What follows belongs to an exercise in optimizing a design on an open flow for small area, a short achievable clock period and few clock cycles per item; a production flow would make more cautious choices. Function was checked by simulation only, so behaviour that the tests miss may differ from the original.

==> flow/design.v, too long to show whole: its modules and the start of the top module <==
// module lzc: 22 lines
// module gen_lzc: 25 lines
// module lzc_4: 10 lines
// module int_div: 122 lines
// module ks_sub: 36 lines
// module ks_add: 34 lines
// module int_sqrt: 90 lines
// module fp_rnd: 240 lines
// module fp_add_head: 166 lines
// module fp_add_spec: 160 lines
// module fp_add_tail: 141 lines
// module fp_mul_head: 130 lines
// module fp_mul_tail: 173 lines
// module mul24: 1955 lines
// module fp_fma_s2: 290 lines
// module fp_fma_tail: 186 lines
// module fp_fma_add_head: 302 lines
// module fma_addsub: 35 lines
// module fp_div: 225 lines
// module fp_div_tail: 124 lines
// module fp_sqrt: 189 lines
// module fp_i2f: 155 lines
// module fp_f2i: 229 lines
// module fp_cmp: 154 lines
// module fp_classify: 113 lines
// module f2d: 146 lines
// module d2f: 153 lines
// module fp_top: 859 lines
module fp_top
#(
    parameter fp_pkg::fp_format_e  FP_FORMAT   = fp_pkg::FP32,
    parameter fp_pkg::int_format_e INT_FORMAT  = fp_pkg::INT32,
    parameter logic        RISCV_MODE  = 1'b0
)
(
    input clk_i,
    input rst_i,
    input start_i,
    output logic ready_o,
    input [63:0] a_i,
    input [63:0] b_i,
    input [63:0] c_i,
    input fp_pkg::roundmode_e rnd_i,
    input fp_pkg::float_op_e op_i,
    input [1:0] op_modify_i,
    output logic [63:0] result_o,
    output logic valid_o,
    output fp_pkg::status_t flags_o
);
  // ...
==> flow/run.sh <==
#!/bin/bash
# synth_recipe.tcl (not shown) runs the flow's synth.tcl, then flattens the netlist and writes it again
# the make line also repeats each setting of config.mk as NAME=value (left out here)
make -C /OpenROAD-flow-scripts/flow DESIGN_CONFIG=/design/flow/config.mk WORK_HOME=/design/flow/orfs CLKGATE_MAP_FILE= SYNTH_SCRIPT=/design/flow/synth_recipe.tcl finish
==> flow/config.mk <==
export PLATFORM = sky130hd
export DESIGN_NAME = fp_top
export DESIGN_NICKNAME = fp_top
export VERILOG_FILES = /design/flow/design.v
export SDC_FILE = /design/flow/constraint.sdc
export NUM_CORES = 8
export LEC_CHECK = 0
export CAP_MARGIN = 20
export CORE_MARGIN = 2
export CORE_UTILIZATION = 48
export SETUP_SLACK_MARGIN = 5
export SLEW_MARGIN = 20
export SYNTH_HIERARCHICAL = 1
export SYNTH_MINIMUM_KEEP_SIZE = 200
==> flow/constraint.sdc <==
create_clock -name core_clock -period 20.0 [get_ports {clk_i}]
set_input_delay 4.0000 -clock core_clock [delete_from_list [all_inputs] [get_ports {clk_i}]]
set_output_delay 4.0000 -clock core_clock [all_outputs]
set_load 0.01 [all_outputs]
==> key figures, run 1 <==
Status
  • Status: complete, no violations

Timing
  • Post-route worst setup slack: 5.25 ns
  • Hold WS: 0.339 ns
  • Sum Neg Setup Slack: 0 ns
  • Worst-Margin Slew: 1.32 ns

Placed design
  • Port Buffers: 210
  • Placed cells: 18700
  • Final Wtd Congestion: 1.06
  • Dpl hpwl: 413000 um

Clock network
  • Clock Path Buffers: 3
  • # clock sinks: 633

Critical path
  • Reg-to-reg slack, setup: 5.25 ns
  • Worst path bufs/invs: 5
  • Cell family with most CP delay: compound AO/OA/AOI/OAI gates

Floorplan
  • N_taps: 3185
  • Die span in x: 494 um
  • Num rows: 180

Cells and area
  • Non-clk invs: 1165
  • Register Area: 0.0130 mm^2
  • Fillcell total: 24200
  • Fraction of area in multi-input gates: 75.4%
  • Share of cells above drive strength 1: 9.99%
  • Area delta synth->final: 9.54%

Logic synthesis
  • Mean post-synth cell area: 7.23 um^2

GRT
  • GRT busiest layer: met2

Detailed routing
  • First-pass detailed-route iteration total: 16
Testbench counts, summed over its fixed seeds: cycles 35,466, ops 24,000.
==> module fp_add_head, before the edit <==
module fp_add_head
(
    input  [31:0] a_i,
    input  [31:0] b_i,
    input         sub_i,
    input  fp_pkg::roundmode_e rnd_i,
    output logic        sign_o,
    output logic [28:0] urpr_mant_o,
    output logic [7:0]  urpr_exp_o,
    output logic [4:0]  shamt_o,
    output logic        sticky_o
);
localparam fp_pkg::fp_format_e FP_FORMAT = fp_pkg::FP32;
localparam int unsigned FP_WIDTH   = fp_pkg::fp_width(FP_FORMAT);
localparam int unsigned EXP_WIDTH  = fp_pkg::exp_bits(FP_FORMAT);
localparam int unsigned MANT_WIDTH = fp_pkg::man_bits(FP_FORMAT);
localparam R_IND = {1'b1, {EXP_WIDTH{1'b1}}, 1'b1, {MANT_WIDTH-1{1'b0}}};
function logic sign(input logic [FP_WIDTH-1:0] val);
    sign = val[FP_WIDTH-1];
endfunction
function logic [EXP_WIDTH-1:0] exp(input logic [FP_WIDTH-1:0] val);
    exp = val[FP_WIDTH-2-:EXP_WIDTH];
endfunction
function logic [MANT_WIDTH-1:0] mant(input logic [FP_WIDTH-1:0] val);
    mant = val[FP_WIDTH-2-EXP_WIDTH:0];
endfunction
function logic is_minus(input logic [FP_WIDTH-1:0] val);
    is_minus = sign(val);
endfunction
function logic is_normal(input logic [FP_WIDTH-1:0] val);
    is_normal = (exp(val) >= 1) && (exp(val) <= (2**EXP_WIDTH-2));
endfunction
function logic is_subnormal(input logic [FP_WIDTH-1:0] val);
    is_subnormal = (exp(val) == 0) && (mant(val) != 0);
endfunction
function logic is_zero(input logic [FP_WIDTH-1:0] val);
    is_zero = val[FP_WIDTH-2:0] == 0;
endfunction
function logic is_inf(input logic [FP_WIDTH-1:0] val);
    is_inf = exp(val) == (2**EXP_WIDTH-1) && mant(val) == 0;
endfunction
function logic is_nan(input logic [FP_WIDTH-1:0] val);
    is_nan = exp(val) == (2**EXP_WIDTH-1) && mant(val) != 0;
endfunction
function logic is_signalling(input logic [FP_WIDTH-1:0] val);
    is_signalling = exp(val) == (2**EXP_WIDTH-1) && mant(val) != 0 && !val[FP_WIDTH-2-EXP_WIDTH];
endfunction
function logic is_quiet(input logic [FP_WIDTH-1:0] val);
    is_quiet = exp(val) == (2**EXP_WIDTH-1) && val[FP_WIDTH-2-EXP_WIDTH];
endfunction
function logic is_canonical(input logic [FP_WIDTH-1:0] val);
    is_canonical = is_finite(val) | is_inf(val) | (exp(val) == (2**EXP_WIDTH-1) && val[FP_WIDTH-2-EXP_WIDTH]);
endfunction
function logic is_finite(input logic [FP_WIDTH-1:0] val);
    is_finite = is_zero(val) | is_subnormal(val) | is_normal(val);
endfunction
function fp_pkg::fp_info_t fp_info(input logic [FP_WIDTH-1:0] val);
    fp_pkg::fp_info_t info;
    info = '0;
    info.is_minus       = is_minus(val);
    info.is_normal      = is_normal(val);
    info.is_subnormal   = is_subnormal(val);
    info.is_zero        = is_zero(val);
    info.is_inf         = is_inf(val);
    info.is_nan         = is_nan(val);
    info.is_signalling  = is_signalling(val);
    info.is_canonical   = is_canonical(val);
    info.is_finite      = is_finite(val);
    info.is_quiet       = is_quiet(val);
    fp_info = info;
endfunction
typedef struct packed {
    logic sign;
    logic [EXP_WIDTH-1:0] exp;
    logic [MANT_WIDTH-1:0] mant;
} fp_encoding_t;
typedef struct packed {
    fp_encoding_t u_result;
    logic [1:0] rs;
    logic round_en;
    logic invalid;
    logic [1:0] exp_cout;
} uround_res_t;
typedef struct packed {
    fp_encoding_t result;
    fp_pkg::status_t flags;
} round_res_t;
typedef struct packed {
    logic sign;
    logic [EXP_WIDTH-1:0] exp;
    logic [2*MANT_WIDTH + 1:0] mant;
} fp_encoding_fma_t;
typedef struct packed {
    fp_encoding_fma_t u_result;
    logic [1:0] rs;
    logic round_en;
    logic invalid;
    logic [1:0] exp_cout;
} uround_res_fma_t;
logic exp_eq, exp_lt;
logic mant_lt;
logic lt;
logic [EXP_WIDTH-1:0]exp_diff;
logic [MANT_WIDTH + fp_pkg::GUARD_BITS:0]shifted_mant;
logic [MANT_WIDTH:0]bigger_mant;
logic urpr_s;
logic [MANT_WIDTH + fp_pkg::GUARD_BITS + 2:0] urpr_mant;
logic [EXP_WIDTH-1:0] urpr_exp;
fp_encoding_t a_decoded;
fp_encoding_t b_decoded;
logic [EXP_WIDTH:0] stickyindex;
logic [MANT_WIDTH:0] sigB;
logic [MANT_WIDTH:0] compressed_mant;
logic stickybit;
assign a_decoded = a_i;
assign b_decoded = b_i;
fp_pkg::fp_info_t a_info;
fp_pkg::fp_info_t b_info;
assign a_info = fp_info(a_i);
assign b_info = fp_info(b_i);
logic denormalA;
logic denormalB;
assign denormalA = (a_info.is_subnormal ^ b_info.is_subnormal) & a_info.is_subnormal;
assign denormalB = (a_info.is_subnormal ^ b_info.is_subnormal) & b_info.is_subnormal;
assign exp_eq = (a_decoded.exp == b_decoded.exp);
assign exp_lt = (a_decoded.exp < b_decoded.exp);
assign mant_lt = (a_decoded.mant < b_decoded.mant);
assign lt = exp_lt | (exp_eq & mant_lt);
assign exp_diff = lt? (b_decoded.exp - a_decoded.exp)
                    : (a_decoded.exp - b_decoded.exp);
assign shifted_mant = lt? ({{a_info.is_normal, a_decoded.mant},{fp_pkg::GUARD_BITS{1'b0}}} >> (denormalA ? exp_diff - 1 : exp_diff))
                        : ({{b_info.is_normal, b_decoded.mant},{fp_pkg::GUARD_BITS{1'b0}}} >> (denormalB ? exp_diff - 1 : exp_diff));
assign bigger_mant = lt? {b_info.is_normal, b_decoded.mant} : {a_info.is_normal, a_decoded.mant};
assign urpr_s = lt? sub_i ^ b_decoded.sign : a_decoded.sign;
assign urpr_mant = (a_decoded.sign ^ (sub_i ^ b_decoded.sign))? ({1'b0, bigger_mant,{fp_pkg::GUARD_BITS{1'b0}},1'b0} - {1'b0,shifted_mant,stickybit})
                                                            : ({1'b0, bigger_mant,{fp_pkg::GUARD_BITS{1'b0}},1'b0} + {1'b0,shifted_mant,stickybit});
assign urpr_exp = lt? b_decoded.exp : a_decoded.exp;
logic [$clog2(FP_WIDTH)-1:0] shamt;
lzc #(.WIDTH(MANT_WIDTH+fp_pkg::GUARD_BITS)) lzc_inst
(
    .a_i(urpr_mant[MANT_WIDTH + fp_pkg::GUARD_BITS + 1 : fp_pkg::GUARD_BITS - 1]),
    .cnt_o(shamt),
    .zero_o()
);
assign sigB = lt? {a_info.is_normal, a_decoded.mant} : {b_info.is_normal, b_decoded.mant};
genvar i;
generate
    for(i = 0; i <= MANT_WIDTH; i= i+1)
	begin : combine_sig
        assign compressed_mant[i] = |sigB[i:0];
	end
endgenerate
assign stickyindex = exp_diff - (fp_pkg::GUARD_BITS + 1);
always_comb
    if($signed(stickyindex) < $signed(0))
        stickybit = 1'b0;
    else if($signed(stickyindex) > $signed(MANT_WIDTH))
        stickybit = compressed_mant[MANT_WIDTH];
    else
        stickybit = compressed_mant[stickyindex];
assign sign_o = urpr_s;
assign urpr_mant_o = urpr_mant;
assign urpr_exp_o = urpr_exp;
assign shamt_o = shamt;
assign sticky_o = stickybit;
endmodule
==> module fp_mul_head, before the edit <==
module fp_mul_head
(
    input  [31:0] a_i,
    input  [31:0] b_i,
    output logic [47:0] prod_o,      
    output logic [9:0]  expa_o,      
    output logic [9:0]  expb_o       
);
localparam fp_pkg::fp_format_e FP_FORMAT = fp_pkg::FP32;
localparam int unsigned FP_WIDTH   = fp_pkg::fp_width(FP_FORMAT);
localparam int unsigned EXP_WIDTH  = fp_pkg::exp_bits(FP_FORMAT);
localparam int unsigned MANT_WIDTH = fp_pkg::man_bits(FP_FORMAT);
localparam int unsigned BIAS       = (2**(EXP_WIDTH-1)-1);
function logic sign(input logic [FP_WIDTH-1:0] val);
    sign = val[FP_WIDTH-1];
endfunction
function logic [EXP_WIDTH-1:0] exp(input logic [FP_WIDTH-1:0] val);
    exp = val[FP_WIDTH-2-:EXP_WIDTH];
endfunction
function logic [MANT_WIDTH-1:0] mant(input logic [FP_WIDTH-1:0] val);
    mant = val[FP_WIDTH-2-EXP_WIDTH:0];
endfunction
function logic is_minus(input logic [FP_WIDTH-1:0] val);
    is_minus = sign(val);
endfunction
function logic is_normal(input logic [FP_WIDTH-1:0] val);
    is_normal = (exp(val) >= 1) && (exp(val) <= (2**EXP_WIDTH-2));
endfunction
function logic is_subnormal(input logic [FP_WIDTH-1:0] val);
    is_subnormal = (exp(val) == 0) && (mant(val) != 0);
endfunction
function logic is_zero(input logic [FP_WIDTH-1:0] val);
    is_zero = val[FP_WIDTH-2:0] == 0;
endfunction
function logic is_inf(input logic [FP_WIDTH-1:0] val);
    is_inf = exp(val) == (2**EXP_WIDTH-1) && mant(val) == 0;
endfunction
function logic is_nan(input logic [FP_WIDTH-1:0] val);
    is_nan = exp(val) == (2**EXP_WIDTH-1) && mant(val) != 0;
endfunction
function logic is_signalling(input logic [FP_WIDTH-1:0] val);
    is_signalling = exp(val) == (2**EXP_WIDTH-1) && mant(val) != 0 && !val[FP_WIDTH-2-EXP_WIDTH];
endfunction
function logic is_quiet(input logic [FP_WIDTH-1:0] val);
    is_quiet = exp(val) == (2**EXP_WIDTH-1) && val[FP_WIDTH-2-EXP_WIDTH];
endfunction
function logic is_canonical(input logic [FP_WIDTH-1:0] val);
    is_canonical = is_finite(val) | is_inf(val) | (exp(val) == (2**EXP_WIDTH-1) && val[FP_WIDTH-2-EXP_WIDTH]);
endfunction
function logic is_finite(input logic [FP_WIDTH-1:0] val);
    is_finite = is_zero(val) | is_subnormal(val) | is_normal(val);
endfunction
function fp_pkg::fp_info_t fp_info(input logic [FP_WIDTH-1:0] val);
    fp_pkg::fp_info_t info;
    info = '0;
    info.is_minus       = is_minus(val);
    info.is_normal      = is_normal(val);
    info.is_subnormal   = is_subnormal(val);
    info.is_zero        = is_zero(val);
    info.is_inf         = is_inf(val);
    info.is_nan         = is_nan(val);
    info.is_signalling  = is_signalling(val);
    info.is_canonical   = is_canonical(val);
    info.is_finite      = is_finite(val);
    info.is_quiet       = is_quiet(val);
    fp_info = info;
endfunction
typedef struct packed {
    logic sign;
    logic [EXP_WIDTH-1:0] exp;
    logic [MANT_WIDTH-1:0] mant;
} fp_encoding_t;
typedef struct packed {
    fp_encoding_t u_result;
    logic [1:0] rs;
    logic round_en;
    logic invalid;
    logic [1:0] exp_cout;
} uround_res_t;
typedef struct packed {
    fp_encoding_t result;
    fp_pkg::status_t flags;
} round_res_t;
typedef struct packed {
    logic sign;
    logic [EXP_WIDTH-1:0] exp;
    logic [2*MANT_WIDTH + 1:0] mant;
} fp_encoding_fma_t;
typedef struct packed {
    fp_encoding_fma_t u_result;
    logic [1:0] rs;
    logic round_en;
    logic invalid;
    logic [1:0] exp_cout;
} uround_res_fma_t;
fp_encoding_t a_decoded;
fp_encoding_t b_decoded;
assign a_decoded = a_i;
assign b_decoded = b_i;
fp_pkg::fp_info_t a_info;
fp_pkg::fp_info_t b_info;
assign a_info = fp_info(a_i);
assign b_info = fp_info(b_i);
logic [MANT_WIDTH:0] ma;
logic [MANT_WIDTH:0] mb;
assign ma = {a_info.is_normal, a_decoded.mant};
assign mb = {b_info.is_normal, b_decoded.mant};
logic [4:0] la;
logic [4:0] lb;
logic za;
logic zb;
lzc #(.WIDTH(MANT_WIDTH+1)) lzc_a (.a_i(ma), .cnt_o(la), .zero_o(za));
lzc #(.WIDTH(MANT_WIDTH+1)) lzc_b (.a_i(mb), .cnt_o(lb), .zero_o(zb));
logic [MANT_WIDTH:0] ma_n;
logic [MANT_WIDTH:0] mb_n;
assign ma_n = ma << la;
assign mb_n = mb << lb;
mul24 mul24_inst
(
    .x_i(ma_n),
    .y_i(mb_n),
    .p_o(prod_o)
);
logic [EXP_WIDTH + 1:0] urpr_exp;
logic [EXP_WIDTH + 1:0] uexp_n;
assign urpr_exp = (a_decoded.exp + b_decoded.exp) - ((a_info.is_subnormal | b_info.is_subnormal) ? BIAS-1 : BIAS );
assign uexp_n = urpr_exp - (la + lb);
assign expa_o = (za | zb) ? urpr_exp : uexp_n;
assign expb_o = (za | zb) ? urpr_exp : uexp_n + 1'b1;
endmodule
==> module fp_top, before the edit <==
module fp_top
#(
    parameter fp_pkg::fp_format_e  FP_FORMAT   = fp_pkg::FP32,
    parameter fp_pkg::int_format_e INT_FORMAT  = fp_pkg::INT32,
    parameter logic        RISCV_MODE  = 1'b0
)
(
    input clk_i,
    input rst_i,
    input start_i,
    output logic ready_o,
    input [63:0] a_i,
    input [63:0] b_i,
    input [63:0] c_i,
    input fp_pkg::roundmode_e rnd_i,
    input fp_pkg::float_op_e op_i,
    input [1:0] op_modify_i,
    output logic [63:0] result_o,
    output logic valid_o,
    output fp_pkg::status_t flags_o
);
localparam int unsigned FP_WIDTH   = fp_pkg::fp_width(FP_FORMAT);
localparam int unsigned EXP_WIDTH  = fp_pkg::exp_bits(FP_FORMAT);
localparam int unsigned MANT_WIDTH = fp_pkg::man_bits(FP_FORMAT);
localparam int unsigned INT_WIDTH  = fp_pkg::int_width(INT_FORMAT);
function logic sign(input logic [FP_WIDTH-1:0] val);
    sign = val[FP_WIDTH-1];
endfunction
function logic [EXP_WIDTH-1:0] exp(input logic [FP_WIDTH-1:0] val);
    exp = val[FP_WIDTH-2-:EXP_WIDTH];
endfunction
function logic [MANT_WIDTH-1:0] mant(input logic [FP_WIDTH-1:0] val);
    mant = val[FP_WIDTH-2-EXP_WIDTH:0];
endfunction
function logic is_minus(input logic [FP_WIDTH-1:0] val);
    is_minus = sign(val);
endfunction
function logic is_normal(input logic [FP_WIDTH-1:0] val);
    is_normal = (exp(val) >= 1) && (exp(val) <= (2**EXP_WIDTH-2));
endfunction
function logic is_subnormal(input logic [FP_WIDTH-1:0] val);
    is_subnormal = (exp(val) == 0) && (mant(val) != 0);
endfunction
function logic is_zero(input logic [FP_WIDTH-1:0] val);
    is_zero = val[FP_WIDTH-2:0] == 0;
endfunction
function logic is_inf(input logic [FP_WIDTH-1:0] val);
    is_inf = exp(val) == (2**EXP_WIDTH-1) && mant(val) == 0;
endfunction
function logic is_nan(input logic [FP_WIDTH-1:0] val);
    is_nan = exp(val) == (2**EXP_WIDTH-1) && mant(val) != 0;
endfunction
function logic is_signalling(input logic [FP_WIDTH-1:0] val);
    is_signalling = exp(val) == (2**EXP_WIDTH-1) && mant(val) != 0 && !val[FP_WIDTH-2-EXP_WIDTH];
endfunction
function logic is_quiet(input logic [FP_WIDTH-1:0] val);
    is_quiet = exp(val) == (2**EXP_WIDTH-1) && val[FP_WIDTH-2-EXP_WIDTH];
endfunction
function logic is_canonical(input logic [FP_WIDTH-1:0] val);
    is_canonical = is_finite(val) | is_inf(val) | (exp(val) == (2**EXP_WIDTH-1) && val[FP_WIDTH-2-EXP_WIDTH]);
endfunction
function logic is_finite(input logic [FP_WIDTH-1:0] val);
    is_finite = is_zero(val) | is_subnormal(val) | is_normal(val);
endfunction
function fp_pkg::fp_info_t fp_info(input logic [FP_WIDTH-1:0] val);
    fp_pkg::fp_info_t info;
    info = '0;
    info.is_minus       = is_minus(val);
    info.is_normal      = is_normal(val);
    info.is_subnormal   = is_subnormal(val);
    info.is_zero        = is_zero(val);
    info.is_inf         = is_inf(val);
    info.is_nan         = is_nan(val);
    info.is_signalling  = is_signalling(val);
    info.is_canonical   = is_canonical(val);
    info.is_finite      = is_finite(val);
    info.is_quiet       = is_quiet(val);
    fp_info = info;
endfunction
typedef struct packed {
    logic sign;
    logic [EXP_WIDTH-1:0] exp;
    logic [MANT_WIDTH-1:0] mant;
} fp_encoding_t;
typedef struct packed {
    fp_encoding_t u_result;
    logic [1:0] rs;
    logic round_en;
    logic invalid;
    logic [1:0] exp_cout;
} uround_res_t;
typedef struct packed {
    fp_encoding_t result;
    fp_pkg::status_t flags;
} round_res_t;
typedef struct packed {
    logic sign;
    logic [EXP_WIDTH-1:0] exp;
    logic [2*MANT_WIDTH + 1:0] mant;
} fp_encoding_fma_t;
typedef struct packed {
    fp_encoding_fma_t u_result;
    logic [1:0] rs;
    logic round_en;
    logic invalid;
    logic [1:0] exp_cout;
} uround_res_fma_t;
localparam logic [FP_WIDTH-1:0] QNAN_FP = {1'b0, {EXP_WIDTH{1'b1}}, 1'b1, {MANT_WIDTH-1{1'b0}}};
fp_encoding_t a_decoded;
fp_encoding_t b_decoded;
logic [FP_WIDTH-1:0] a_fp;
logic [FP_WIDTH-1:0] b_fp;
logic [FP_WIDTH-1:0] c_fp;
generate
    if (RISCV_MODE && FP_FORMAT == fp_pkg::FP32) begin : gen_nanbox
        assign a_fp = (a_i[63:32] == 32'hFFFF_FFFF) ? a_i[31:0] : QNAN_FP;
        assign b_fp = (b_i[63:32] == 32'hFFFF_FFFF) ? b_i[31:0] : QNAN_FP;
        assign c_fp = (c_i[63:32] == 32'hFFFF_FFFF) ? c_i[31:0] : QNAN_FP;
    end else begin : gen_no_nanbox
        assign a_fp = a_i[FP_WIDTH-1:0];
        assign b_fp = b_i[FP_WIDTH-1:0];
        assign c_fp = c_i[FP_WIDTH-1:0];
    end
endgenerate
assign a_decoded = a_fp;
assign b_decoded = b_fp;
fp_pkg::fp_info_t a_info;
fp_pkg::fp_info_t b_info;
assign a_info = fp_info(a_fp);
assign b_info = fp_info(b_fp);
logic [INT_WIDTH-1:0] a_int;
logic [31:0] a_fp32;
logic [63:0] a_fp64;
assign a_int = a_i[INT_WIDTH-1:0];
assign a_fp32 = a_i[31:0];
assign a_fp64 = a_i;
logic longop_busy_q;
logic longop_sqrt_q;
fp_pkg::roundmode_e longop_rnd_q;
logic fma_busy_q;
fp_pkg::roundmode_e fma_rnd_q;
logic accept_start;
logic fdv_start;
logic add_start;
logic mul_start;
logic div_start;
logic sqrt_start;
logic i2f_start;
logic f2i_start;
logic cmp_start;
logic class_start;
logic minmax_start;
logic sgnj_start;
logic fma_start;
logic f2f_start;
assign ready_o = ~longop_busy_q & ~fma_busy_q;
assign accept_start = start_i & ready_o;
assign add_start = accept_start & (op_i == fp_pkg::FADD);
assign mul_start = accept_start & (op_i == fp_pkg::FMUL);
assign fdv_start = accept_start & (op_i == fp_pkg::FDIV);
assign div_start = fdv_start & ~op_modify_i[0];
assign sqrt_start = fdv_start & op_modify_i[0];
assign i2f_start = accept_start & (op_i == fp_pkg::I2F);
assign f2i_start = accept_start & (op_i == fp_pkg::F2I);
assign cmp_start = accept_start & (op_i == fp_pkg::FCMP);
assign class_start = accept_start & (op_i == fp_pkg::FCLASS);
assign minmax_start = accept_start & ((op_i == fp_pkg::FMIN) || (op_i == fp_pkg::FMAX));
assign sgnj_start = accept_start & (op_i == fp_pkg::FSGNJ);
assign fma_start = accept_start & (op_i == fp_pkg::FMADD);
assign f2f_start = accept_start & (op_i == fp_pkg::F2F);
logic div_done;
logic sqrt_done;
always_ff @(posedge clk_i or negedge rst_i) begin
    if (!rst_i) begin
        longop_busy_q <= 1'b0;
        longop_sqrt_q <= 1'b0;
        longop_rnd_q <= fp_pkg::RNE;
    end else begin
        if (fdv_start) begin
            longop_busy_q <= 1'b1;
            longop_sqrt_q <= op_modify_i[0];
            longop_rnd_q <= rnd_i;
        end else if ((longop_sqrt_q && sqrt_done) || (~longop_sqrt_q && div_done)) begin
            longop_busy_q <= 1'b0;
        end
    end
end
always_ff @(posedge clk_i or negedge rst_i) begin
    if (!rst_i) begin
        fma_busy_q <= 1'b0;
        fma_rnd_q  <= fp_pkg::RNE;
    end else begin
        if (fma_start) begin
            fma_busy_q <= 1'b1;
            fma_rnd_q  <= rnd_i;
        end else if (fma_done) begin
            fma_busy_q <= 1'b0;
        end
    end
end
logic add_done;
assign add_done = add_start;
logic        add_sign;
logic [28:0] add_urpr_mant;
logic [7:0]  add_urpr_exp;
logic [4:0]  add_shamt;
logic        add_sticky;
fp_add_head fp_add_head_inst
(
    .a_i(a_fp),
    .b_i(b_fp),
    .sub_i(op_modify_i == 2'b01),
    .rnd_i(rnd_i),
    .sign_o(add_sign),
    .urpr_mant_o(add_urpr_mant),
    .urpr_exp_o(add_urpr_exp),
    .shamt_o(add_shamt),
    .sticky_o(add_sticky)
);
logic        add_sign_q;
logic [28:0] add_urpr_mant_q;
logic [7:0]  add_urpr_exp_q;
logic [4:0]  add_shamt_q;
logic        add_sticky_q;
always_ff @(posedge clk_i) begin
    add_sign_q      <= add_sign;
    add_urpr_mant_q <= add_urpr_mant;
    add_urpr_exp_q  <= add_urpr_exp;
    add_shamt_q     <= add_shamt;
    add_sticky_q    <= add_sticky;
end
logic mul_done;
assign mul_done = mul_start;
logic [FP_WIDTH-1:0] m_a_fp;
assign m_a_fp = {a_fp[FP_WIDTH-1] ^ ((op_i == fp_pkg::FMADD) & op_modify_i[1]), a_fp[FP_WIDTH-2:0]};
logic [47:0] m_prod;
logic [9:0]  m_expa;
logic [9:0]  m_expb;
fp_mul_head fp_mul_head_inst
(
    .a_i(m_a_fp),
    .b_i(b_fp),
    .prod_o(m_prod),
    .expa_o(m_expa),
    .expb_o(m_expb)
);
logic [47:0] m_prod_q;
logic [9:0]  m_expa_q;
logic [9:0]  m_expb_q;
logic [31:0] m_a_q;
logic [31:0] m_b_q;
logic [31:0] m_c_q;
logic        m_sub_q;
always_ff @(posedge clk_i) begin
    m_prod_q  <= m_prod;
    m_expa_q  <= m_expa;
    m_expb_q  <= m_expb;
    m_a_q     <= m_a_fp;
    m_b_q     <= b_fp;
    m_c_q     <= c_fp;
    m_sub_q   <= op_modify_i[0];
end
uround_res_t mul_urnd_result;
fp_mul_tail #(.FP_FORMAT(FP_FORMAT)) fp_mul_tail_inst
(
    .a_i(m_a_q),
    .b_i(m_b_q),
    .prod_i(m_prod_q),
    .expa_i(m_expa_q),
    .expb_i(m_expb_q),
    .urnd_result_o(mul_urnd_result)
);
logic        f_fsel;
logic [31:0] f_fspec;
logic        f_invalid;
logic        f_msticky;
logic        f_asel_add;
logic        f_asel_sub;
logic [25:0] f_aspec;
logic        f_aspec_sign;
logic [7:0]  f_aspec_exp;
logic        f_around_en;
logic        f_around_only;
logic        f_amul_ovf;
logic        f_amul_uf;
logic        f_asign;
logic [53:0] f_aurpr_mant;
logic [7:0]  f_aurpr_exp;
logic [5:0]  f_ashamt;
logic        f_asticky;
fp_fma_s2 #(.FP_FORMAT(FP_FORMAT)) fp_fma_s2_inst
(
    .prod_i(m_prod_q),
    .expa_i(m_expa_q),
    .expb_i(m_expb_q),
    .a_i(m_a_q),
    .b_i(m_b_q),
    .c_i(m_c_q),
    .sub_i(m_sub_q),
    .rnd_i(fma_rnd_q),
    .fsel_o(f_fsel),
    .fspec_o(f_fspec),
    .invalid_o(f_invalid),
    .msticky_o(f_msticky),
    .asel_add_o(f_asel_add),
    .asel_sub_o(f_asel_sub),
    .aspec_o(f_aspec),
    .aspec_sign_o(f_aspec_sign),
    .aspec_exp_o(f_aspec_exp),
    .around_en_o(f_around_en),
    .around_only_o(f_around_only),
    .amul_ovf_o(f_amul_ovf),
    .amul_uf_o(f_amul_uf),
    .asign_o(f_asign),
    .aurpr_mant_o(f_aurpr_mant),
    .aurpr_exp_o(f_aurpr_exp),
    .ashamt_o(f_ashamt),
    .asticky_o(f_asticky),
    .aexp_in_o()
);
logic        f_msticky_q;
logic        f_asel_add_q;
logic        f_asel_sub_q;
logic [25:0] f_aspec_q;
logic        f_aspec_sign_q;
logic [7:0]  f_aspec_exp_q;
logic        f_around_en_q;
logic        f_around_only_q;
logic        f_amul_ovf_q;
logic        f_amul_uf_q;
logic        f_asign_q;
logic [53:0] f_aurpr_mant_q;
logic [7:0]  f_aurpr_exp_q;
logic [5:0]  f_ashamt_q;
logic        f_asticky_q;
always_ff @(posedge clk_i) begin
    f_msticky_q     <= f_msticky;
    f_asel_add_q    <= f_asel_add;
    f_asel_sub_q    <= f_asel_sub;
    f_aspec_q       <= f_aspec;
    f_aspec_sign_q  <= f_aspec_sign;
    f_aspec_exp_q   <= f_aspec_exp;
    f_around_en_q   <= f_around_en;
    f_around_only_q <= f_around_only;
    f_amul_ovf_q    <= f_amul_ovf;
    f_amul_uf_q     <= f_amul_uf;
    f_asign_q       <= f_asign;
    f_aurpr_mant_q  <= f_aurpr_mant;
    f_aurpr_exp_q   <= f_aurpr_exp;
    f_ashamt_q      <= f_ashamt;
    f_asticky_q     <= f_asticky;
end
logic [23:0] div_x;
logic [23:0] div_y;
uround_res_t div_head;
logic div_by_zero;
logic div_sign;
logic [9:0] div_shift_exp;
fp_div #(.FP_FORMAT(FP_FORMAT)) fp_div_inst
(
    .a_i(a_fp),
    .b_i(b_fp),
    .rnd_i(rnd_i),
    .x_o(div_x),
    .y_o(div_y),
    .q_i('0),
    .sticky_i(1'b0),
    .urnd_result_o(div_head),
    .divide_by_zero(div_by_zero),
    .sign_o(div_sign),
    .shift_exp_o(div_shift_exp)
);
logic [9:0] div_shift_exp_q;
always_ff @(posedge clk_i) begin
    div_shift_exp_q <= div_shift_exp;
end
logic [27:0] div_q;
logic div_sticky;
int_div #(.S(7)) int_div_inst
(
    .clk_i(clk_i),
    .reset_i(rst_i),
    .start_i(div_start),
    .x_i(div_x),
    .y_i(div_y),
    .q_o(div_q),
    .sticky_o(div_sticky),
    .done_o(div_done)
);
uround_res_t div_head_q;
logic div_sign_q;
fp_div #(.FP_FORMAT(FP_FORMAT)) fp_div_spec_inst
(
    .a_i(m_a_q),
    .b_i(m_b_q),
    .rnd_i(rnd_i),
    .x_o(),
    .y_o(),
    .q_i('0),
    .sticky_i(1'b0),
    .urnd_result_o(div_head_q),
    .divide_by_zero(),
    .sign_o(div_sign_q),
    .shift_exp_o()
);
logic [31:0] div_spec_q;
logic div_round_en_q;
logic div_invalid_q;
assign div_spec_q     = div_head_q.u_result;
assign div_round_en_q = div_head_q.round_en;
assign div_invalid_q  = div_head_q.invalid;
uround_res_t div_urnd_result;
fp_div_tail fp_div_tail_inst
(
    .spec_i(div_spec_q),
    .round_en_i(div_round_en_q),
    .invalid_i(div_invalid_q),
    .sign_i(div_sign_q),
    .shift_exp_i(div_shift_exp_q),
    .q_i(div_q),
    .sticky_i(div_sticky),
    .urnd_result_o(div_urnd_result)
);
uround_res_t sqrt_urnd_result;
fp_sqrt #(.FP_FORMAT(FP_FORMAT)) fp_sqrt_inst
(
    .clk_i(clk_i),
    .reset_i(rst_i),
    .a_i(a_fp),
    .start_i(sqrt_start),
    .rnd_i(rnd_i),
    .done_o(sqrt_done),
    .urnd_result_o(sqrt_urnd_result)
);
uround_res_t i2f_urnd_result;
logic i2f_done;
fp_i2f #(.FP_FORMAT(FP_FORMAT), .INT_FORMAT(INT_FORMAT)) fp_i2f_inst
(
    .a_i(a_int),
    .start_i(i2f_start),
    .signed_i(op_modify_i == 2'b01),
    .done_o(i2f_done),
    .urnd_result_o(i2f_urnd_result)
);
logic [INT_WIDTH-1:0] f2i_result;
fp_pkg::status_t f2i_flags;
logic f2i_done;
fp_f2i #(.FP_FORMAT(FP_FORMAT), .INT_FORMAT(INT_FORMAT)) fp_f2i_inst
(
    .a_i(a_fp),
    .signed_i(op_modify_i == 2'b01),
    .start_i(f2i_start),
    .rnd_i(rnd_i),
    .result_o(f2i_result),
    .flags_o(f2i_flags),
    .done_o(f2i_done)
);
logic cmp_lt;
logic cmp_le;
logic cmp_eq;
fp_pkg::status_t cmp_flags;
logic cmp_done;
fp_cmp #(.FP_FORMAT(FP_FORMAT)) fp_cmp_inst
(
    .a_i(a_fp),
    .b_i(b_fp),
    .start_i(cmp_start),
    .eq_en_i(op_modify_i == 2'b01),
    .lt_o(cmp_lt),
    .le_o(cmp_le),
    .eq_o(cmp_eq),
    .done_o(cmp_done),
    .flags_o(cmp_flags)
);
fp_pkg::classmask_e class_mask;
logic class_done;
fp_classify #(.FP_FORMAT(FP_FORMAT)) fp_classify_inst
(
    .a_i(a_fp),
    .start_i(class_start),
    .class_o(class_mask),
    .done_o(class_done)
);
logic fma_done;
always_ff @(posedge clk_i or negedge rst_i) begin
    if (!rst_i)
        fma_done <= 1'b0;
    else
        fma_done <= fma_start;
end
uround_res_t f2f_urnd_result;
logic [FP_WIDTH-1:0] f2f_direct_result;
fp_pkg::status_t f2f_direct_flags;
logic f2f_done;
logic f2f_need_rnd;
round_res_t f2d_rnd_result;
uround_res_t d2f_urnd_result;
generate
    if (FP_FORMAT == fp_pkg::FP64) begin : gen_f2d
        f2d f2d_inst
        (
            .a_i(a_fp32),
            .rnd_result_o(f2d_rnd_result)
        );
        assign f2f_done = f2f_start;
        assign f2f_need_rnd = 1'b0;
        assign f2f_direct_result = f2d_rnd_result.result;
        assign f2f_direct_flags = f2d_rnd_result.flags;
        assign f2f_urnd_result = '0;
    end else if (FP_FORMAT == fp_pkg::FP32) begin : gen_d2f
        d2f d2f_inst
        (
            .a_i(a_fp64),
            .urnd_result_o(d2f_urnd_result)
        );
        assign f2f_done = f2f_start;
        assign f2f_need_rnd = 1'b1;
        assign f2f_urnd_result = d2f_urnd_result;
        assign f2f_direct_result = '0;
        assign f2f_direct_flags = '0;
    end else begin : gen_no_f2f
        assign f2f_done = 1'b0;
        assign f2f_need_rnd = 1'b0;
        assign f2f_urnd_result = '0;
        assign f2f_direct_result = '0;
        assign f2f_direct_flags = '0;
    end
endgenerate
logic [FP_WIDTH-1:0] minmax_result;
fp_pkg::status_t minmax_flags;
logic minmax_done;
assign minmax_done = minmax_start;
always_comb begin
    minmax_flags = '0;
    minmax_flags.NV = a_info.is_signalling | b_info.is_signalling;
    if (a_info.is_nan || b_info.is_nan) begin
        if (RISCV_MODE && a_info.is_nan && !b_info.is_nan)
            minmax_result = b_fp;
        else if (RISCV_MODE && b_info.is_nan && !a_info.is_nan)
            minmax_result = a_fp;
        else
            minmax_result = QNAN_FP;
    end else if (a_info.is_zero && b_info.is_zero) begin
        minmax_result = '0;
        if (op_i == fp_pkg::FMIN) begin
            minmax_result[FP_WIDTH-1] = a_decoded.sign | b_decoded.sign;
        end else begin
            minmax_result[FP_WIDTH-1] = a_decoded.sign & b_decoded.sign;
        end
    end else if (op_i == fp_pkg::FMIN) begin
        minmax_result = cmp_lt ? a_fp : b_fp;
    end else begin
        minmax_result = cmp_lt ? b_fp : a_fp;
    end
end
logic [FP_WIDTH-1:0] sgnj_result;
fp_pkg::status_t sgnj_flags;
logic sgnj_done;
assign sgnj_done = sgnj_start;
always_comb begin
    sgnj_flags = '0;
    sgnj_result = a_fp;
    case (op_modify_i)
        2'b00: sgnj_result[FP_WIDTH-1] = b_decoded.sign;
        2'b01: sgnj_result[FP_WIDTH-1] = ~b_decoded.sign;
        2'b10: sgnj_result[FP_WIDTH-1] = a_decoded.sign ^ b_decoded.sign;
        default: sgnj_result[FP_WIDTH-1] = b_decoded.sign;
    endcase
end
logic [63:0] f2i_result_fp;
logic signed [63:0] f2i_result_signed_ext;
logic [63:0] f2i_result_unsigned_ext;
assign f2i_result_signed_ext = $signed(f2i_result);
assign f2i_result_unsigned_ext = f2i_result;
assign f2i_result_fp = op_modify_i[0] ? f2i_result_signed_ext : f2i_result_unsigned_ext;
logic cmp_bit;
always_comb begin
    case (op_modify_i)
        2'b00: cmp_bit = cmp_le;
        2'b01: cmp_bit = cmp_eq;
        default: cmp_bit = cmp_lt;
    endcase
end
logic [63:0] cmp_result_fp;
assign cmp_result_fp = {{63{1'b0}}, cmp_bit};
logic [63:0] class_result_fp;
assign class_result_fp = {{54{1'b0}}, class_mask};
fp_pkg::float_op_e op_sel;
logic fdv_sqrt_sel;
fp_pkg::roundmode_e rnd_sel;
assign op_sel = longop_busy_q ? fp_pkg::FDIV : (fma_busy_q ? fp_pkg::FMADD : op_i);
assign fdv_sqrt_sel = longop_busy_q ? longop_sqrt_q : op_modify_i[0];
uround_res_t urnd_sel;
logic [63:0] direct_result_sel;
fp_pkg::status_t direct_flags_sel;
logic done_sel;
logic need_rnd_sel;
logic dz_sel;
always_comb begin
    urnd_sel = '0;
    direct_result_sel = '0;
    direct_flags_sel = '0;
    done_sel = 1'b0;
    need_rnd_sel = 1'b0;
    dz_sel = 1'b0;
    rnd_sel = rnd_i;
    case (op_sel)
        fp_pkg::FADD: begin
            done_sel = add_done;
            need_rnd_sel = 1'b1;
        end
        fp_pkg::FMUL: begin
            done_sel = mul_done;
            need_rnd_sel = 1'b1;
        end
        fp_pkg::FDIV: begin
            urnd_sel = fdv_sqrt_sel ? sqrt_urnd_result : div_urnd_result;
            done_sel = fdv_sqrt_sel ? sqrt_done : div_done;
            need_rnd_sel = 1'b1;
            dz_sel = (~fdv_sqrt_sel) & div_by_zero;
            rnd_sel = longop_busy_q ? longop_rnd_q : rnd_i;
        end
        fp_pkg::I2F: begin
            urnd_sel = i2f_urnd_result;
            done_sel = i2f_done;
            need_rnd_sel = 1'b1;
        end
        fp_pkg::FMADD: begin
            done_sel = fma_done;
            need_rnd_sel = 1'b1;
            rnd_sel = fma_busy_q ? fma_rnd_q : rnd_i;
        end
        fp_pkg::F2F: begin
            done_sel = f2f_done;
            need_rnd_sel = f2f_need_rnd;
            if (f2f_need_rnd) begin
                urnd_sel = f2f_urnd_result;
            end else begin
                direct_result_sel = {{(64-FP_WIDTH){1'b0}}, f2f_direct_result};
                direct_flags_sel = f2f_direct_flags;
            end
        end
        fp_pkg::F2I: begin
            done_sel = f2i_done;
            direct_result_sel = f2i_result_fp;
            direct_flags_sel = f2i_flags;
        end
        fp_pkg::FCMP: begin
            done_sel = cmp_done;
            direct_result_sel = cmp_result_fp;
            direct_flags_sel = cmp_flags;
        end
        fp_pkg::FCLASS: begin
            done_sel = class_done;
            direct_result_sel = class_result_fp;
            direct_flags_sel = '0;
        end
        fp_pkg::FMIN, fp_pkg::FMAX: begin
            done_sel = minmax_done;
            direct_result_sel = {{(64-FP_WIDTH){1'b0}}, minmax_result};
            direct_flags_sel = minmax_flags;
        end
        fp_pkg::FSGNJ: begin
            done_sel = sgnj_done;
            direct_result_sel = {{(64-FP_WIDTH){1'b0}}, sgnj_result};
            direct_flags_sel = sgnj_flags;
        end
        default: begin
            done_sel = 1'b0;
        end
    endcase
end
uround_res_t urnd_q;
logic [63:0] direct_result_q;
fp_pkg::status_t direct_flags_q;
logic done_q;
fp_pkg::float_op_e op_q;
logic need_rnd_q;
logic dz_q;
fp_pkg::roundmode_e rnd_q;
always_ff @(posedge clk_i or negedge rst_i) begin
    if (!rst_i)
        done_q <= 1'b0;
    else
        done_q <= done_sel;
end
always_ff @(posedge clk_i) begin
    urnd_q <= urnd_sel;
    direct_result_q <= direct_result_sel;
    direct_flags_q <= direct_flags_sel;
    op_q <= op_sel;
    need_rnd_q <= need_rnd_sel;
    dz_q <= dz_sel;
    rnd_q <= rnd_sel;
end
logic        f_fsel_q;
logic [31:0] f_fspec_q;
logic        f_invalid_q;
fp_fma_s2 #(.FP_FORMAT(FP_FORMAT)) fp_fma_spec_inst
(
    .prod_i(m_prod_q),
    .expa_i(m_expa_q),
    .expb_i(m_expb_q),
    .a_i(m_a_q),
    .b_i(m_b_q),
    .c_i(m_c_q),
    .sub_i(m_sub_q),
    .rnd_i(fma_rnd_q),
    .fsel_o(f_fsel_q),
    .fspec_o(f_fspec_q),
    .invalid_o(f_invalid_q),
    .msticky_o(),
    .asel_add_o(),
    .asel_sub_o(),
    .aspec_o(),
    .aspec_sign_o(),
    .aspec_exp_o(),
    .around_en_o(),
    .around_only_o(),
    .amul_ovf_o(),
    .amul_uf_o(),
    .asign_o(),
    .aurpr_mant_o(),
    .aurpr_exp_o(),
    .ashamt_o(),
    .asticky_o(),
    .aexp_in_o()
);
uround_res_t fma_urnd_result;
logic round_only_q;
logic mul_ovf_q;
logic mul_uf_q;
logic mul_uround_out_q;
logic fma_round_only;
logic fma_mul_ovf;
logic fma_mul_uf;
logic fma_mul_uround_out;
fp_fma_tail #(.FP_FORMAT(FP_FORMAT)) fp_fma_tail_inst
(
    .fsel_i(f_fsel_q),
    .fspec_i(f_fspec_q),
    .invalid_i(f_invalid_q),
    .msticky_i(f_msticky_q),
    .asel_add_i(f_asel_add_q),
    .asel_sub_i(f_asel_sub_q),
    .aspec_i(f_aspec_q),
    .aspec_sign_i(f_aspec_sign_q),
    .aspec_exp_i(f_aspec_exp_q),
    .around_en_i(f_around_en_q),
    .around_only_i(f_around_only_q),
    .amul_ovf_i(f_amul_ovf_q),
    .amul_uf_i(f_amul_uf_q),
    .asign_i(f_asign_q),
    .aurpr_mant_i(f_aurpr_mant_q),
    .aurpr_exp_i(f_aurpr_exp_q),
    .ashamt_i(f_ashamt_q),
    .asticky_i(f_asticky_q),
    .rnd_i(rnd_q),
    .round_only(fma_round_only),
    .mul_ovf(fma_mul_ovf),
    .mul_uf(fma_mul_uf),
    .mul_uround_out(fma_mul_uround_out),
    .urnd_result_o(fma_urnd_result)
);
logic [31:0] add_spec_q;
logic [1:0]  add_sel_q;
logic        add_invalid_q;
fp_add_spec #(.FP_FORMAT(FP_FORMAT)) fp_add_spec_inst
(
    .a_i(m_a_q),
    .b_i(m_b_q),
    .sub_i(m_sub_q),
    .rnd_i(rnd_q),
    .spec_o(add_spec_q),
    .sel_o(add_sel_q),
    .invalid_o(add_invalid_q)
);
uround_res_t add_urnd_result;
fp_add_tail #(.FP_FORMAT(FP_FORMAT)) fp_add_tail_inst
(
    .spec_i(add_spec_q),
    .sel_i(add_sel_q),
    .sign_i(add_sign_q),
    .urpr_mant_i(add_urpr_mant_q),
    .urpr_exp_i(add_urpr_exp_q),
    .shamt_i(add_shamt_q),
    .sticky_i(add_sticky_q),
    .invalid_i(add_invalid_q),
    .urnd_result_o(add_urnd_result)
);
uround_res_t urnd_o;
always_comb begin
    urnd_o = urnd_q;
    round_only_q = 1'b0;
    mul_ovf_q = 1'b0;
    mul_uf_q = 1'b0;
    mul_uround_out_q = 1'b0;
    case (op_q)
        fp_pkg::FADD: urnd_o = add_urnd_result;
        fp_pkg::FMUL: urnd_o = mul_urnd_result;
        fp_pkg::FDIV: if (!longop_sqrt_q) urnd_o = div_urnd_result;
        fp_pkg::FMADD: begin
            urnd_o = fma_urnd_result;
            round_only_q = fma_round_only;
            mul_ovf_q = fma_mul_ovf;
            mul_uf_q = fma_mul_uf;
            mul_uround_out_q = fma_mul_uround_out;
        end
        default: ;
    endcase
end
round_res_t rnd_result;
fp_rnd #(.FP_FORMAT(FP_FORMAT)) fp_rnd_inst
(
    .urnd_result_i(urnd_o),
    .rnd_i(rnd_q),
    .round_only(round_only_q),
    .mul_ovf(mul_ovf_q),
    .rnd_result_o(rnd_result)
);
logic fma_uf_fix;
logic fma_uf_fix1;
assign fma_uf_fix = (rnd_result.result.exp == '0) & (|urnd_o.rs);
assign fma_uf_fix1 = (urnd_o.u_result.exp == '0) &
                     (rnd_result.result.exp == {{EXP_WIDTH-1{1'b0}}, 1'b1}) &
                     mul_uround_out_q;
logic result_is_fp;
fp_pkg::fp_info_t raw_fp_info;
assign result_is_fp = need_rnd_q
                    | (op_q == fp_pkg::FMIN) | (op_q == fp_pkg::FMAX)
                    | (op_q == fp_pkg::FSGNJ)
                    | (op_q == fp_pkg::F2F);
logic [FP_WIDTH-1:0] raw_fp_result;
assign raw_fp_result = need_rnd_q ? rnd_result.result
                                  : direct_result_q[FP_WIDTH-1:0];
always_comb begin
    result_o = '0;
    flags_o = '0;
    valid_o = done_q;
    if (need_rnd_q) begin
        result_o = {{(64-FP_WIDTH){1'b0}}, rnd_result.result};
        flags_o = rnd_result.flags;
    end else begin
        result_o = direct_result_q;
        flags_o = direct_flags_q;
    end
    if (need_rnd_q && (op_q == fp_pkg::FMADD)) begin
        flags_o.NV = rnd_result.flags.NV;
        flags_o.DZ = rnd_result.flags.DZ;
        flags_o.OF = rnd_result.flags.OF | mul_ovf_q;
        flags_o.UF = mul_uf_q ? (fma_uf_fix | fma_uf_fix1) : rnd_result.flags.UF;
        flags_o.NX = mul_uf_q ? (|urnd_o.rs) : (rnd_result.flags.NX | mul_ovf_q);
    end
    flags_o.DZ = flags_o.DZ | dz_q;
    raw_fp_info = fp_info(raw_fp_result);
    if (RISCV_MODE && result_is_fp && raw_fp_info.is_nan)
        result_o = {{(64-FP_WIDTH){1'b0}}, QNAN_FP};
end
endmodule
==> run 2: changes to the inputs <==
--- a/flow/design.v
+++ b/flow/design.v
@@ -738,2 +738,5 @@
 module fp_add_head
+#(
+    parameter fp_pkg::fp_format_e FP_FORMAT = fp_pkg::FP32
+)
 (
@@ -749,3 +752,2 @@
 );
-localparam fp_pkg::fp_format_e FP_FORMAT = fp_pkg::FP32;
 localparam int unsigned FP_WIDTH   = fp_pkg::fp_width(FP_FORMAT);
@@ -1205,2 +1207,5 @@
 module fp_mul_head
+#(
+    parameter fp_pkg::fp_format_e FP_FORMAT = fp_pkg::FP32
+)
 (
@@ -1212,3 +1217,2 @@
 );
-localparam fp_pkg::fp_format_e FP_FORMAT = fp_pkg::FP32;
 localparam int unsigned FP_WIDTH   = fp_pkg::fp_width(FP_FORMAT);
@@ -5970,3 +5974,3 @@
 logic        add_sticky;
-fp_add_head fp_add_head_inst
+fp_add_head #(.FP_FORMAT(FP_FORMAT)) fp_add_head_inst
 (
@@ -6001,3 +6005,3 @@
 logic [9:0]  m_expb;
-fp_mul_head fp_mul_head_inst
+fp_mul_head #(.FP_FORMAT(FP_FORMAT)) fp_mul_head_inst
 (
--- a/flow/config.mk
+++ b/flow/config.mk
@@ -9,6 +9,4 @@
 export CORE_MARGIN = 2
-export CORE_UTILIZATION = 48
+export CORE_UTILIZATION = 40
 export SETUP_SLACK_MARGIN = 5
 export SLEW_MARGIN = 20
-export SYNTH_HIERARCHICAL = 1
-export SYNTH_MINIMUM_KEEP_SIZE = 200
==> key figures, run 2 <==
Status
  • Status: complete, no violations

Detailed routing
  • Routed wire length per instance: 29.6 um
  • Initial DRC count: 17900
  • First-pass detailed-route iteration total: 9 (-7)
  • DRC violations left: 0
  • Vias: 120000
  • Vias per cell: 6.56
  • Final ANT Viol Nets: 0
  • Final WL: 543000 um

Timing
  • Endpoints failing setup: 0
  • Final Hold Fails: 0
  • Fmax achieved: 68.0 MHz
  • Sum Neg Setup Slack: 0 ns (unchanged)
  • Final worst-path cycle share: 73.5%
  • Slew HR: 9.37%
  • Period minus WS final: 14.71 ns
  • RSZ-0062 raised after global routing: true
  • Max-slew violation count: 0
  • Skew final: 0.0703 ns
  • Worst-Margin Slew: 1.35 ns (+0.0279 ns)

Cells and area
  • Register Area: 0.0130 mm^2 (about the same)
  • Most common cell after layout, fill and taps aside: nand2_1
  • Share of cells above drive strength 1: 10.3% (+0.34 points)
  • Max reg flops: 53
  • Top Registers: f_aurpr_mant_q: 53 flops, m_prod_q: 48 flops, urnd_q: 38 flops
  • Nets: 16100
  • Final core occ: 45.0%
  • Multi-input gate area: 0.0888 mm^2
  • Most frequent cells in the layout: 1671 x nand2_1, 1330 x nor2_1, 1122 x a21oi_1, 1092 x inv_1, 870 x o21ai_0
  • Reg with most FFs: f_aurpr_mant_q
  • Fillcell total: 27400 (+13%)
  • Area delta synth->final: 11.8%

GRT
  • First-pass GRT wire length: 771000 um
  • Number of global-route vias before repair: 109000
  • All-layer global routing usage: 37.9%
  • Grt ovf: 0
  • Initial antenna violation count: 50
  • Largest net degree at the start of global routing: 81

Placed design
  • Dpl hpwl: 407000 um (-1.5%)
  • Port Buffers: 210 (unchanged)
  • Final Wtd Congestion: 1.11 (+4.6%)

Floorplan
  • Io pins: 275
  • Initial Util: 40.2%
  • Die ar.: 0.274 mm^2
  • Area of the core: 0.268 mm^2
  • Chip height: 523 um
  • Num rows: 190 (+5.6%)
  • Die span in x: 523 um (+5.8%)

Logic synthesis
  • Synth Area in Adders: 17.0%
  • Synth warn: 54
  • Synthesized net count: 16200
  • Synth top area cells: dfxtp_1 11%, fa_1 9.1%, ha_1 7.9%
  • Synth Area in XOR/XNOR: 7.40%
  • Mean post-synth cell area: 7.25 um^2 (+0.28%)
  • Complex-gate fraction of the synthesized area: 27.3%
  • Yosys reg bits: 633
  • Post-synth top flop: dfxtp_1
  • Post-synth EDFFs: 24
  • Mapped cell area: 0.108 mm^2
  • Async set-reset flop share out of synthesis: 3.00%
  • Share of the synthesized area in the top cell type: 11.0%
  • Largest family of logic cells by synthesized area: compound AO/OA/AOI/OAI gates
  • Mux contribution to synthesized area: 8.10%
  • Cell variety after synth: 131
  • Synth cell count leaders: 1688 x nand2_1, 1358 x nor2_1, 1157 x a21oi_1
  • Leading area contributor after synthesis: dfxtp_1
  • Syn Inst Count: 14900
  • Sequential share of the synthesized area: 12.1%
  • Most common cell in the synthesized netlist: nand2_1
  • Synth Area in Simple Gates: 20.2%

Critical path
  • Worst Setup Path Type: flip-flop to primary output
  • CP Capture Type: primary output
  • Slowest cell delay on critical path: 0.64 ns
  • Reg-to-reg critical path endpoint: f_ashamt_q[0]
  • Worst Path Arrival: 10.71 ns
  • Worst path bufs/invs: 7 (+2)
  • CP Max Fanout: 13
  • R2R depth: 54
  • Cell family with most CP delay: compound AO/OA/AOI/OAI gates
  • Most frequent CP cell: a21o_1
  • Start of the worst register-to-register path: m_b_q[24]
  • Slowest CP cell: o41ai_1
  • WP data required: 16.00 ns
  • Reg-to-reg slack, setup: 5.36 ns (+0.11 ns)
  • Worst Setup Start Kind: flip-flop

Clock network
  • Cts-stage hold buffer count: 0
  • TritonCTS Buffers: 80
  • # clock sinks: 633 (unchanged)
  • Latest clock arrival within the worst-skew pair: 0.75 ns
  • Clk root buf: clkbuf_16
  • Clock Path Buffers: 3 (unchanged)
  • Reg clk slew, reported paths: 0.08 ns
  • CTS tree: yes
  • H-tree depth: 3

Min path
  • Hold Path Cell Cnt: 0
  • Hold Startpoint: int_div_inst.n_q[20]
  • HP Class: flip-flop to flip-flop
  • Worst Hold Endpoint: int_div_inst.n_q[27]

Flow run
  • Maxcap violations: 0
## run 2: area by class of cell
class / count / share of cell area (%)
Clock buffer: 95 / 1.79
Multi-Input combinational cell: 12000 / 73.7
Sequential cell: 633 / 10.8
Antenna cell: 35 / 0.0727
Timing Repair Buffer: 790 / 5.72
Inverter: 1130 / 3.58
Tap cell: 3552 / 3.69
Clock inverter: 53 / 0.604
## run 2: kinds of logic (layout without fill, tap and decap cells)
group,count (synthesis),count (layout)
fa+ha+maj,1168,1168
flops,633,633
other cells,0,35
simple gates,4754,4759
compound gates,4468,4470
mux,737,737
xor+xnor,909,909
buf+inv,2186,2068
## run 2: how the worst max path moves through the flow
stage | slack, ns | end | depth (start not counted) | start
floorplan | 5.02 | fp_sqrt_inst.int_sqrt_inst.r_q[6] | 52 | a_i[0]
global placement | 2.29 | fp_sqrt_inst.int_sqrt_inst.r_q[1] | 46 | a_i[11]
detailed placement | 2.43 | fp_sqrt_inst.int_sqrt_inst.r_q[1] | 47 | a_i[1]
CTS | 4.99 | result_o[0] | 44 | int_div_inst.s_q[2]
global route | 4.89 | m_prod_q[46] | 47 | a_i[25]
finish | 5.29 | result_o[16] | 39 | int_div_inst.s_q[2]
## run 2: layer usage
| layer | vias to the layer above | GRT usage, % | share of wire [%] |
|---|---|---|---|
| met5 | - | 0.0866 | 0.073 |
| met4 | 44 | 23.6 | 7.5 |
| met3 | 1968 | 12.7 | 13 |
| met2 | 8175 | 53.6 | 40 |
| met1 | 57200 | 49.1 | 39 |
| li1 | 52900 | - | - |
## run 2: per-stage QoR
stage | hold WS [ns] | setup slack, ns | cells | cell area, um^2
4_1_cts | 0.358 | 4.99 | 18200 | 118000
3_5_place_dp | 0.342 | 2.43 | 18000 | 114000
3_3_place_gp | 0.336 | 2.29 | 18000 | 114000
6_report | 0.359 | 5.29 | 18300 | 120000
2_1_floorplan | 0.331 | 5.02 | 14900 | 108000
5_1_grt | 0.367 | 4.89 | 18300 | 120000
## run 2: repair_timing
item                       CTS  global route
gates resized for setup    192           327
pin swaps                   19            48
setup endpoints to repair   89            74
setup buffers               35            85
cloned                       4            10
## run 2: worst register-to-register path, delay by kind of cell (launching register included)
| kind | cells | cell delay, ns |
|---|---|---|
| xor gates and xnor gates | 1 | 0.20 |
| buffers and inverters | 9 | 1.72 |
| and+or+nand+nor | 15 | 4.47 |
| muxes | 4 | 1.63 |
| DFF | 1 | 0.36 |
| AOI/OAI and AO/OA | 22 | 5.29 |
| adders and majority gates | 3 | 0.89 |
Testbench counts of run 2, summed over its fixed seeds: cycles 35,466, ops 24,000.
==> run 3: changes to the inputs <==
--- a/flow/config.mk
+++ b/flow/config.mk
@@ -7,2 +7,3 @@
 export LEC_CHECK = 0
+export ABC_AREA = 1
 export CAP_MARGIN = 20
==> key figures, run 3 <==
Critical path
  • Crit path from: int_div_inst.s_q[2]
  • Worst Setup Path Type: flip-flop to primary output
  • Slowest cell delay on critical path: 0.62 ns (-0.02 ns)
  • WP data required: 16.00 ns (about the same)
  • CP Capture Type: primary output
  • CP Max Fanout: 34 (+21)
  • Slowest CP cell: clkdlybuf4s50_1
  • Worst Setup Start Kind: flip-flop
  • Worst Path Arrival: 10.54 ns (-0.17 ns)
  • Reg-to-reg critical path endpoint: f_ashamt_q[0]
  • Start of the worst register-to-register path: m_a_q[29]
  • Reg-to-reg slack, setup: 5.80 ns (+0.44 ns)
  • R2R depth: 67 (+24%)
  • Most frequent CP cell: nand2_1
  • Crit path to: result_o[3]

Timing
  • RSZ-0062 raised after global routing: false
  • Endpoints failing setup: 0 (unchanged)
  • Skew final: 0.0968 ns (+0.0265 ns)
  • Final worst-path cycle share: 72.7% (-0.86 points)
  • Hold WS: 0.349 ns (-0.0101 ns)
  • Period minus WS final: 14.54 ns (-0.171 ns)
  • Max-slew violation count: 0 (unchanged)
  • Fmax achieved: 68.8 MHz (+1.2%)
  • Final Hold Fails: 0 (unchanged)
  • Worst-Margin Slew: 1.35 ns (+0.00377 ns)
  • Post-route worst setup slack: 5.46 ns (+0.171 ns)
  • Sum Neg Setup Slack: 0 ns (unchanged)
  • Slew HR: 8.98% (-0.39 points)

Clock network
  • Latest clock arrival within the worst-skew pair: 0.76 ns (about the same)
  • CTS tree: yes
  • TritonCTS Buffers: 80 (unchanged)
  • Clk root buf: clkbuf_16
  • Cts-stage hold buffer count: 0 (unchanged)
  • Clock Path Buffers: 3 (unchanged)
  • H-tree depth: 3 (unchanged)
  • Reg clk slew, reported paths: 0.06 ns (-0.02 ns)
  • # clock sinks: 633 (unchanged)

Placed design
  • Port Buffers: 210 (unchanged)
  • Post-place setup slack: 3.38 ns (+0.949 ns)
  • Dpl hpwl: 421000 um (+3.5%)
  • DP Area: 0.115 mm^2 (+1.0%)
  • Final Wtd Congestion: 1.12 (+1.4%)

Detailed routing
  • Routed wire length per instance: 25.1 um (-15%)
  • First-pass detailed-route iteration total: 7 (-2)
  • Vias per cell: 5.94 (-9.5%)
  • Initial DRC count: 16800 (-6.0%)
  • Vias: 127000 (+5.9%)
  • Final WL: 539000 um (-0.58%)
  • Final ANT Viol Nets: 0 (unchanged)
  • DRC violations left: 0 (unchanged)

Logic synthesis
  • Sequential share of the synthesized area: 11.9% (-0.22 points)
  • Cell variety after synth: 93 (-29%)
  • Post-synth EDFFs: 24 (unchanged)
  • Share of the synthesized area in the top cell type: 13.6% (+2.6 points)
  • Mean post-synth cell area: 6.11 um^2 (-16%)
  • Leading area contributor after synthesis: nand2_1
  • Syn Inst Count: 18000 (+21%)
  • Synth top area cells: nand2_1 14%, dfxtp_1 11%, fa_1 9.0%
  • Yosys reg bits: 633 (unchanged)
  • Synthesized net count: 19300 (+19%)
  • Mapped cell area: 0.110 mm^2 (+1.9%)
  • Synth warn: 54 (unchanged)
  • Post-synth top flop: dfxtp_1
  • Most common cell in the synthesized netlist: nand2_1
  • Async set-reset flop share out of synthesis: 3.00% (unchanged)
  • Synth cell count leaders: 3977 x nand2_1, 2341 x inv_1, 1943 x o21ai_0

Floorplan
  • Die ar.: 0.279 mm^2 (+1.8%)
  • Initial Util: 40.1% (-0.069 points)
  • Area of the core: 0.273 mm^2 (+2.0%)
  • Chip height: 528 um (+0.92%)
  • Num rows: 192 (+1.1%)
  • Io pins: 275 (unchanged)
  • Die span in x: 528 um (+0.92%)

Cells and area
  • Area delta synth->final: 9.01%
  • Nets: 19100 (+19%)
  • Max reg flops: 53 (unchanged)
  • Reg with most FFs: f_aurpr_mant_q
  • Fillcell total: 29800 (+8.8%)
  • Share of cells above drive strength 1: 6.21% (-4.1 points)
  • Top Registers: f_aurpr_mant_q: 53 flops, m_prod_q: 48 flops, urnd_q: 38 flops
  • Most frequent cells in the layout: 3969 x nand2_1, 2316 x inv_1, 1906 x o21ai_0, 1430 x nor2_1, 1223 x nand3_1
  • Most common cell after layout, fill and taps aside: nand2_1
  • Design area: 0.120 mm^2 (-0.68%)

Flow run
  • Maxcap violations: 0 (unchanged)

GRT
  • Initial antenna violation count: 46 (-8.0%)
  • First-pass GRT wire length: 782000 um (+1.3%)
  • Largest net degree at the start of global routing: 101 (+25%)
  • Number of global-route vias before repair: 117000 (+6.9%)
  • Grt ovf: 0 (unchanged)
  • All-layer global routing usage: 37.2% (-0.70 points)

Min path
  • HP Class: flip-flop to flip-flop

Status
  • Status: complete, no violations
==> run 3: worst min-delay path by stage <==
stage	startpoint	end	slack, ns	cells past startpoint
floorplan	int_div_inst.n_q[3]	int_div_inst.n_q[10]	0.33	0
global placement	int_div_inst.n_q[1]	int_div_inst.n_q[8]	0.34	0
detailed placement	int_div_inst.n_q[15]	int_div_inst.n_q[22]	0.34	0
CTS	int_div_inst.n_q[15]	int_div_inst.n_q[22]	0.35	0
global route	int_div_inst.n_q[15]	int_div_inst.n_q[22]	0.35	0
finish	int_div_inst.n_q[15]	int_div_inst.n_q[22]	0.35	0
==> run 3: cells by family after synthesis <==
logic type                 count (synthesis)  share of synthesized area, %
AOI/OAI and AO/OA                       4412                          23.2
xor gates and xnor gates                 812                          6.51
adders and majority gates               1171                          16.7
buffers and inverters                   3388                          12.0
DFF                                      633                          11.9
muxes                                    106                         0.968
and+or+nand+nor                         7444                          28.8
==> run 3: cell type report <==
cell class	count	area (um^2)	share of cell area, %
repair buffers	613	5270	4.41
repair inverters	12	70.1	0.0586
diodes	33	82.6	0.0690
clock buffers	98	2220	1.86
well taps	3589	4490	3.75
multi-input cells	13900	84300	70.4
flip-flops and latches	633	13000	10.9
clock inverters	52	792	0.662
inverters	2477	9420	7.88
==> run 3: routing by layer <==
layer	part of all wire (%)	wire (um)	track usage, %
met1	40	213000	47.5
met2	42	224000	55.4
met3	11	61600	9.92
met4	7.4	39800	23.0
met5	0.034	184	0
==> run 3: worst max-delay path: cells and delay by family (launching register included) <==
| kind | cells | cell delay [ns] |
|---|---|---|
| buf+inv | 10 | 2.16 |
| fa+ha+maj | 2 | 0.51 |
| flops | 1 | 0.41 |
| compound gates | 8 | 2.23 |
| simple gates | 27 | 4.37 |
==> run 3: stage by stage <==
step                      utilization (%)  cells
after floorplan                         -  18000
after global placement               42.2  21200
after detailed placement             42.2  21200
after CTS                            43.4  21400
after global routing                 43.7  21400
final                                43.8  21500
==> run 3: repair_timing <==
action,in CTS,in global routing
setup endpoints to repair,52,122
cloned,3,10
setup buffers,7,46
pin swaps,1,11
endpoints found under the hold margin,0,0
resized for setup,64,150

[re-timing with driven ports]
The results above use ideal ports. As a check the final layouts listed here were re-extracted and re-timed, cells and wires unchanged.
Step 1 assumes that a clkbuf_16 drives the clock port and a buf_2 every other input.
Step 2, shift: input delay + t, output delay - t, t = (earliest + latest rising clock arrival at the registers) / 2. This alone moves slack from input paths to output paths.
a / b / c = ideal ports / drivers / drivers and shift; a / b = the first two.
run | shift t [ns] | setup WS [ns] | worst setup path after step 2 | worst data-port slew with drivers (ns)
run 1 | 0.831 | 5.247 / 5.169 / 4.709 | input to register | 0.15
run 2 | 0.835 | 5.292 / 5.176 / 4.536 | input to register | 0.23
run 3 | 0.806 | 5.463 / 5.365 / 4.766 | input to register | 0.16
After both steps setup and hold are still met in every run listed. For run 2, which loses most, drivers alone change the setup slack by -0.116 ns; drivers and shift together by -0.756 ns.
